This is an optimization exercise on Yosys and OpenROAD, whose aim is small area, a short achievable clock period and few clock cycles per item, not a production implementation. In this exercise RTL edits were held to simulation tests only and were not proved equivalent to the original.

==> inputs of raven <==
Design ysyx_041461_DIV, start of the top module:
module ysyx_041461_DIV(
    input  wire   [0:0]  clk          ,
    input  wire   [0:0]  rst          ,
    input  wire   [0:0]  DIV_valid_in ,
    input  wire   [0:0]  DIV_signed   ,
    input  wire   [0:0]  DIV_divw     ,
    input  wire   [63:0] DIV_dividend ,
    input  wire   [63:0] DIV_divisor  ,
    output reg    [0:0]  DIV_valid_out,
    output wire   [63:0] DIV_quotient ,
    output wire   [63:0] DIV_remainder
);
==> module ysyx_041461_DIV, before the edit <==
module ysyx_041461_DIV(
    input  wire   [0:0]  clk          ,
    input  wire   [0:0]  rst          ,
    input  wire   [0:0]  DIV_valid_in ,
    input  wire   [0:0]  DIV_signed   ,
    input  wire   [0:0]  DIV_divw     ,
    input  wire   [63:0] DIV_dividend ,
    input  wire   [63:0] DIV_divisor  ,
    output reg    [0:0]  DIV_valid_out,
    output wire   [63:0] DIV_quotient ,
    output wire   [63:0] DIV_remainder
);
localparam S_IDLE  = 3'd0;
localparam S_ABS   = 3'd1;
localparam S_LZ    = 3'd2;
localparam S_ALIGN = 3'd3;
localparam S_ITER  = 3'd4;
localparam S_CORR  = 3'd5;
localparam S_FIX   = 3'd6;
localparam S_DONE  = 3'd7;
reg  [2:0]  state;
reg  [64:0] R;       
reg  [63:0] D;       
reg  [63:0] Q;       
reg  [5:0]  cnt;     
reg         rneg;    
reg         dneg;    
reg         qfin;    
assign DIV_quotient  = Q;
assign DIV_remainder = R[63:0];
wire        a_sb  = DIV_divw ? DIV_dividend[31] : DIV_dividend[63];
wire        b_sb  = DIV_divw ? DIV_divisor[31]  : DIV_divisor[63];
wire        a_neg = DIV_signed & a_sb;
wire        b_neg = DIV_signed & b_sb;
wire [63:0] a_ext = {DIV_divw ? {32{a_neg}} : DIV_dividend[63:32], DIV_dividend[31:0]};
wire [63:0] b_ext = {DIV_divw ? {32{b_neg}} : DIV_divisor[63:32],  DIV_divisor[31:0]};
function [2:0] lz4(input [3:0] x);
    lz4 = x[3] ? 3'd0 : x[2] ? 3'd1 : x[1] ? 3'd2 : x[0] ? 3'd3 : 3'd4;
endfunction
function [4:0] lz16(input [15:0] x);
    reg [2:0] a, b, c, d;
    begin
        a = lz4(x[15:12]); b = lz4(x[11:8]); c = lz4(x[7:4]); d = lz4(x[3:0]);
        lz16 = !a[2] ? {3'd0, a[1:0]} : !b[2] ? {3'd1, b[1:0]} :
               !c[2] ? {3'd2, c[1:0]} : !d[2] ? {3'd3, d[1:0]} : 5'd16;
    end
endfunction
function [6:0] lz64(input [63:0] x);
    reg [4:0] a, b, c, d;
    begin
        a = lz16(x[63:48]); b = lz16(x[47:32]); c = lz16(x[31:16]); d = lz16(x[15:0]);
        lz64 = !a[4] ? {3'd0, a[3:0]} : !b[4] ? {3'd1, b[3:0]} :
               !c[4] ? {3'd2, c[3:0]} : !d[4] ? {3'd3, d[3:0]} : 7'd64;
    end
endfunction
function [64:0] add65(input [64:0] a, input [64:0] b, input cin);
    reg [64:0] g, p, G, P;
    integer i, l, j;
    begin
        g = a & b;
        p = a ^ b;
        G = g;
        P = p;
        G[0] = g[0] | (p[0] & cin);
        for (l = 0; l < 7; l = l + 1)
            for (i = 0; i < 65; i = i + 1)
                if ((i >> l) & 1) begin
                    j = ((i >> l) << l) - 1;
                    G[i] = G[i] | (P[i] & G[j]);
                    P[i] = P[i] & P[j];
                end
        add65 = p ^ {G[63:0], cin};
    end
endfunction
wire       need_fix = rneg | dneg;
wire [6:0] lz_r = lz64(R[63:0]);
wire [6:0] lz_d = lz64(D);
wire       d_zero = lz_d[6];
wire       do_lz = (state == S_LZ) | ((state == S_ABS) & ~need_fix);
wire        sub = ~R[64];
wire [64:0] sum = add65(R, {1'b0, D} ^ {65{sub}}, sub);
wire        no_iter = d_zero | sum[64];         
wire        qneg = rneg ^ dneg;
wire [5:0]  al = cnt - Q[5:0];
wire [5:0]  step = (al[5:4] != 2'd0) ? 6'd16 : (al[3:2] != 2'd0) ? 6'd4 :
                   (al[1:0] != 2'd0) ? 6'd1 : 6'd0;
wire        al_last = al == step;
wire [5:0]  shifted = Q[11:6] + step;
always @(posedge clk or posedge rst) begin
    if (rst) begin
        state         <= S_IDLE;
        DIV_valid_out <= 1'b0;
    end
    else begin
        DIV_valid_out <= 1'b0;
        case (state)
            S_IDLE:  if (DIV_valid_in) state <= S_ABS;
            S_ABS,
            S_LZ:    if (state == S_ABS && need_fix) state <= S_LZ;
                     else if (no_iter) begin
                         state <= rneg ? S_FIX : S_DONE;
                         DIV_valid_out <= ~rneg;
                     end
                     else state <= S_ALIGN;
            S_ALIGN: if (al_last) state <= S_ITER;
            S_ITER:  if (cnt == 6'd0) begin
                         if (sum[64]) state <= S_CORR;
                         else begin
                             state <= need_fix ? S_FIX : S_DONE;
                             DIV_valid_out <= ~need_fix;
                         end
                     end
            S_CORR:  begin
                         state <= need_fix ? S_FIX : S_DONE;
                         DIV_valid_out <= ~need_fix;
                     end
            S_FIX:   begin state <= S_DONE; DIV_valid_out <= 1'b1; end
            default: state <= S_IDLE;
        endcase
    end
end
always @(posedge clk) begin
    case (state)
        S_IDLE: begin
            R    <= {1'b0, a_ext};
            D    <= b_ext;
            rneg <= a_neg;
            dneg <= b_neg;
        end
        S_ABS,
        S_LZ: begin
            if (do_lz) begin
                Q   <= no_iter ? {{63{d_zero & ~qneg}}, d_zero} : {58'd0, lz_r[5:0]};
                cnt <= lz_d[5:0];
                qfin <= no_iter;
            end
            else begin
                if (rneg) R <= {1'b0, -R[63:0]};
                if (dneg) D <= -D;
            end
        end
        S_ALIGN: begin
            if (step != 6'd0)
                D <= (step == 6'd16) ? {D[47:0], 16'b0} :
                     (step == 6'd4)  ? {D[59:0], 4'b0}  : {D[62:0], 1'b0};
            Q[11:6] <= shifted;
            cnt     <= cnt - step;
            if (al_last) begin
                Q   <= 64'd0;
                cnt <= shifted;
            end
        end
        S_ITER: begin
            R   <= sum;
            Q   <= {Q[62:0], ~sum[64]};
            if (cnt != 6'd0) D <= {1'b0, D[63:1]};
            cnt <= cnt - 6'd1;
        end
        S_CORR: begin
            R   <= sum;
        end
        S_FIX: begin
            if (rneg)        R <= {1'b0, -R[63:0]};
            if (qneg & ~qfin) Q <= -Q;
        end
        default: ;
    endcase
end
endmodule
clock: 11.0 ns
lec_check: 0
cap_margin: 60
core_margin: 2
core_utilization: 60
setup_slack_margin: 5
slew_margin: 60
run.sh (not shown) runs the stock make flow with config.mk's settings and CLKGATE_MAP_FILE= SYNTH_SCRIPT=/design/flow/synth_recipe.tcl, a recipe that flattens the netlist after the stock synthesis.
==> amber: changes against raven <==
--- a/flow/design.v
+++ b/flow/design.v
@@ -27,3 +27,2 @@
 reg         dneg;    
-reg         qfin;    
 assign DIV_quotient  = Q;
@@ -77,3 +76,5 @@
 wire [6:0] lz_d = lz64(D);
+wire [5:0] sdiff = lz_d[5:0] - lz_r[5:0];
 wire       d_zero = lz_d[6];
+wire       s_zero = lz_d == lz_r;
 wire       do_lz = (state == S_LZ) | ((state == S_ABS) & ~need_fix);
@@ -82,8 +83,5 @@
 wire        no_iter = d_zero | sum[64];         
-wire        qneg = rneg ^ dneg;
-wire [5:0]  al = cnt - Q[5:0];
-wire [5:0]  step = (al[5:4] != 2'd0) ? 6'd16 : (al[3:2] != 2'd0) ? 6'd4 :
-                   (al[1:0] != 2'd0) ? 6'd1 : 6'd0;
-wire        al_last = al == step;
-wire [5:0]  shifted = Q[11:6] + step;
+wire [5:0]  step = (cnt[5:4] != 2'd0) ? 6'd16 : (cnt[3:2] != 2'd0) ? 6'd4 : 6'd1;
+wire        al_last = cnt == step;
+wire [5:0]  shifted = Q[5:0] + step;
 always @(posedge clk or posedge rst) begin
@@ -100,6 +98,6 @@
                      else if (no_iter) begin
-                         state <= rneg ? S_FIX : S_DONE;
-                         DIV_valid_out <= ~rneg;
+                         state <= need_fix ? S_FIX : S_DONE;
+                         DIV_valid_out <= ~need_fix;
                      end
-                     else state <= S_ALIGN;
+                     else state <= s_zero ? S_ITER : S_ALIGN;
             S_ALIGN: if (al_last) state <= S_ITER;
@@ -132,5 +130,4 @@
             if (do_lz) begin
-                Q   <= no_iter ? {{63{d_zero & ~qneg}}, d_zero} : {58'd0, lz_r[5:0]};
-                cnt <= lz_d[5:0];
-                qfin <= no_iter;
+                Q   <= {64{d_zero}};
+                cnt <= sdiff;
             end
@@ -142,11 +139,6 @@
         S_ALIGN: begin
-            if (step != 6'd0)
-                D <= (step == 6'd16) ? {D[47:0], 16'b0} :
-                     (step == 6'd4)  ? {D[59:0], 4'b0}  : {D[62:0], 1'b0};
-            Q[11:6] <= shifted;
-            cnt     <= cnt - step;
-            if (al_last) begin
-                Q   <= 64'd0;
-                cnt <= shifted;
-            end
+            D  <= (step == 6'd16) ? {D[47:0], 16'b0} :
+                  (step == 6'd4)  ? {D[59:0], 4'b0}  : {D[62:0], 1'b0};
+            Q[5:0] <= al_last ? 6'd0 : shifted;
+            cnt    <= al_last ? shifted : cnt - step;
         end
@@ -163,3 +155,3 @@
             if (rneg)        R <= {1'b0, -R[63:0]};
-            if (qneg & ~qfin) Q <= -Q;
+            if (rneg ^ dneg) Q <= -Q;
         end
CORE_UTILIZATION = 40   (was 60)
==> harbor: changes against raven <==
--- a/flow/design.v
+++ b/flow/design.v
@@ -27,3 +27,2 @@
 reg         dneg;    
-reg         qfin;    
 assign DIV_quotient  = Q;
@@ -77,3 +76,6 @@
 wire [6:0] lz_d = lz64(D);
+wire [5:0] sdiff = lz_d[5:0] - lz_r[5:0];
 wire       d_zero = lz_d[6];
+wire       no_iter = d_zero | (lz_d < lz_r);   
+wire       s_zero = lz_d == lz_r;
 wire       do_lz = (state == S_LZ) | ((state == S_ABS) & ~need_fix);
@@ -81,9 +83,5 @@
 wire [64:0] sum = add65(R, {1'b0, D} ^ {65{sub}}, sub);
-wire        no_iter = d_zero | sum[64];         
-wire        qneg = rneg ^ dneg;
-wire [5:0]  al = cnt - Q[5:0];
-wire [5:0]  step = (al[5:4] != 2'd0) ? 6'd16 : (al[3:2] != 2'd0) ? 6'd4 :
-                   (al[1:0] != 2'd0) ? 6'd1 : 6'd0;
-wire        al_last = al == step;
-wire [5:0]  shifted = Q[11:6] + step;
+wire [5:0]  al   = Q[5:0];
+wire [5:0]  step = (al[5:4] != 2'd0) ? 6'd16 : (al[3:2] != 2'd0) ? 6'd4 : 6'd1;
+wire [5:0]  al_n = al - step;
 always @(posedge clk or posedge rst) begin
@@ -100,7 +98,7 @@
                      else if (no_iter) begin
-                         state <= rneg ? S_FIX : S_DONE;
-                         DIV_valid_out <= ~rneg;
+                         state <= need_fix ? S_FIX : S_DONE;
+                         DIV_valid_out <= ~need_fix;
                      end
-                     else state <= S_ALIGN;
-            S_ALIGN: if (al_last) state <= S_ITER;
+                     else state <= s_zero ? S_ITER : S_ALIGN;
+            S_ALIGN: if (al_n == 6'd0) state <= S_ITER;
             S_ITER:  if (cnt == 6'd0) begin
@@ -132,5 +130,4 @@
             if (do_lz) begin
-                Q   <= no_iter ? {{63{d_zero & ~qneg}}, d_zero} : {58'd0, lz_r[5:0]};
-                cnt <= lz_d[5:0];
-                qfin <= no_iter;
+                Q   <= {{58{d_zero}}, d_zero ? 6'h3f : no_iter ? 6'h00 : sdiff};
+                cnt <= sdiff;
             end
@@ -142,11 +139,5 @@
         S_ALIGN: begin
-            if (step != 6'd0)
-                D <= (step == 6'd16) ? {D[47:0], 16'b0} :
-                     (step == 6'd4)  ? {D[59:0], 4'b0}  : {D[62:0], 1'b0};
-            Q[11:6] <= shifted;
-            cnt     <= cnt - step;
-            if (al_last) begin
-                Q   <= 64'd0;
-                cnt <= shifted;
-            end
+            D  <= (step == 6'd16) ? {D[47:0], 16'b0} :
+                  (step == 6'd4)  ? {D[59:0], 4'b0}  : {D[62:0], 1'b0};
+            Q[5:0] <= al_n;
         end
@@ -163,3 +154,3 @@
             if (rneg)        R <= {1'b0, -R[63:0]};
-            if (qneg & ~qfin) Q <= -Q;
+            if (rneg ^ dneg) Q <= -Q;
         end
CAP_MARGIN = 85   (was 60)
CORE_UTILIZATION = 40   (was 60)
SLEW_MARGIN = 85   (was 60)
==> results.txt <==
* Clock buffer count at 37
* Core Rows at 84
* Seq_cells at 205
* Post-synth ARST share at 1.95%
* Buf/Inv on CP at 26
* Die area at 55200 sq um
* Vias at 26400
* Status: no timing/DRC/antenna violations
* First-pass GRT wire length at 141 mm
[end of results for harbor]
==> results.txt <==
* Status: no timing/DRC/antenna violations
* Die area at 54200 sq um
* Seq_cells at 205
* Post-Synth Adder-Cell Area at 5.75%
* Buf/Inv on CP at 2
* Clock buffer count at 29
* Core Rows at 83
* Post-synth ARST share at 1.95%
* Slew headroom at 58.0%
[end of results for amber]
==> results.txt <==
* Status: no timing/DRC/antenna violations
* Placed cells at between 3000 and 4000
* Vias at 22000
* Max reg flops at 65
* First-pass GRT wire length at 118 mm
* Clock buffer count at 30
* Post-synth ARST share at between 1.5 and 2%
* Die area at roughly 38000 sq um
[end of results for raven]
Testbench counts of raven, summed over its fixed seeds: cycles 20,085, items 1,600.
Testbench counts of amber, summed over its fixed seeds: cycles 20,075, items 1,600.
Testbench counts of harbor, summed over its fixed seeds: cycles 20,287, items 1,600.
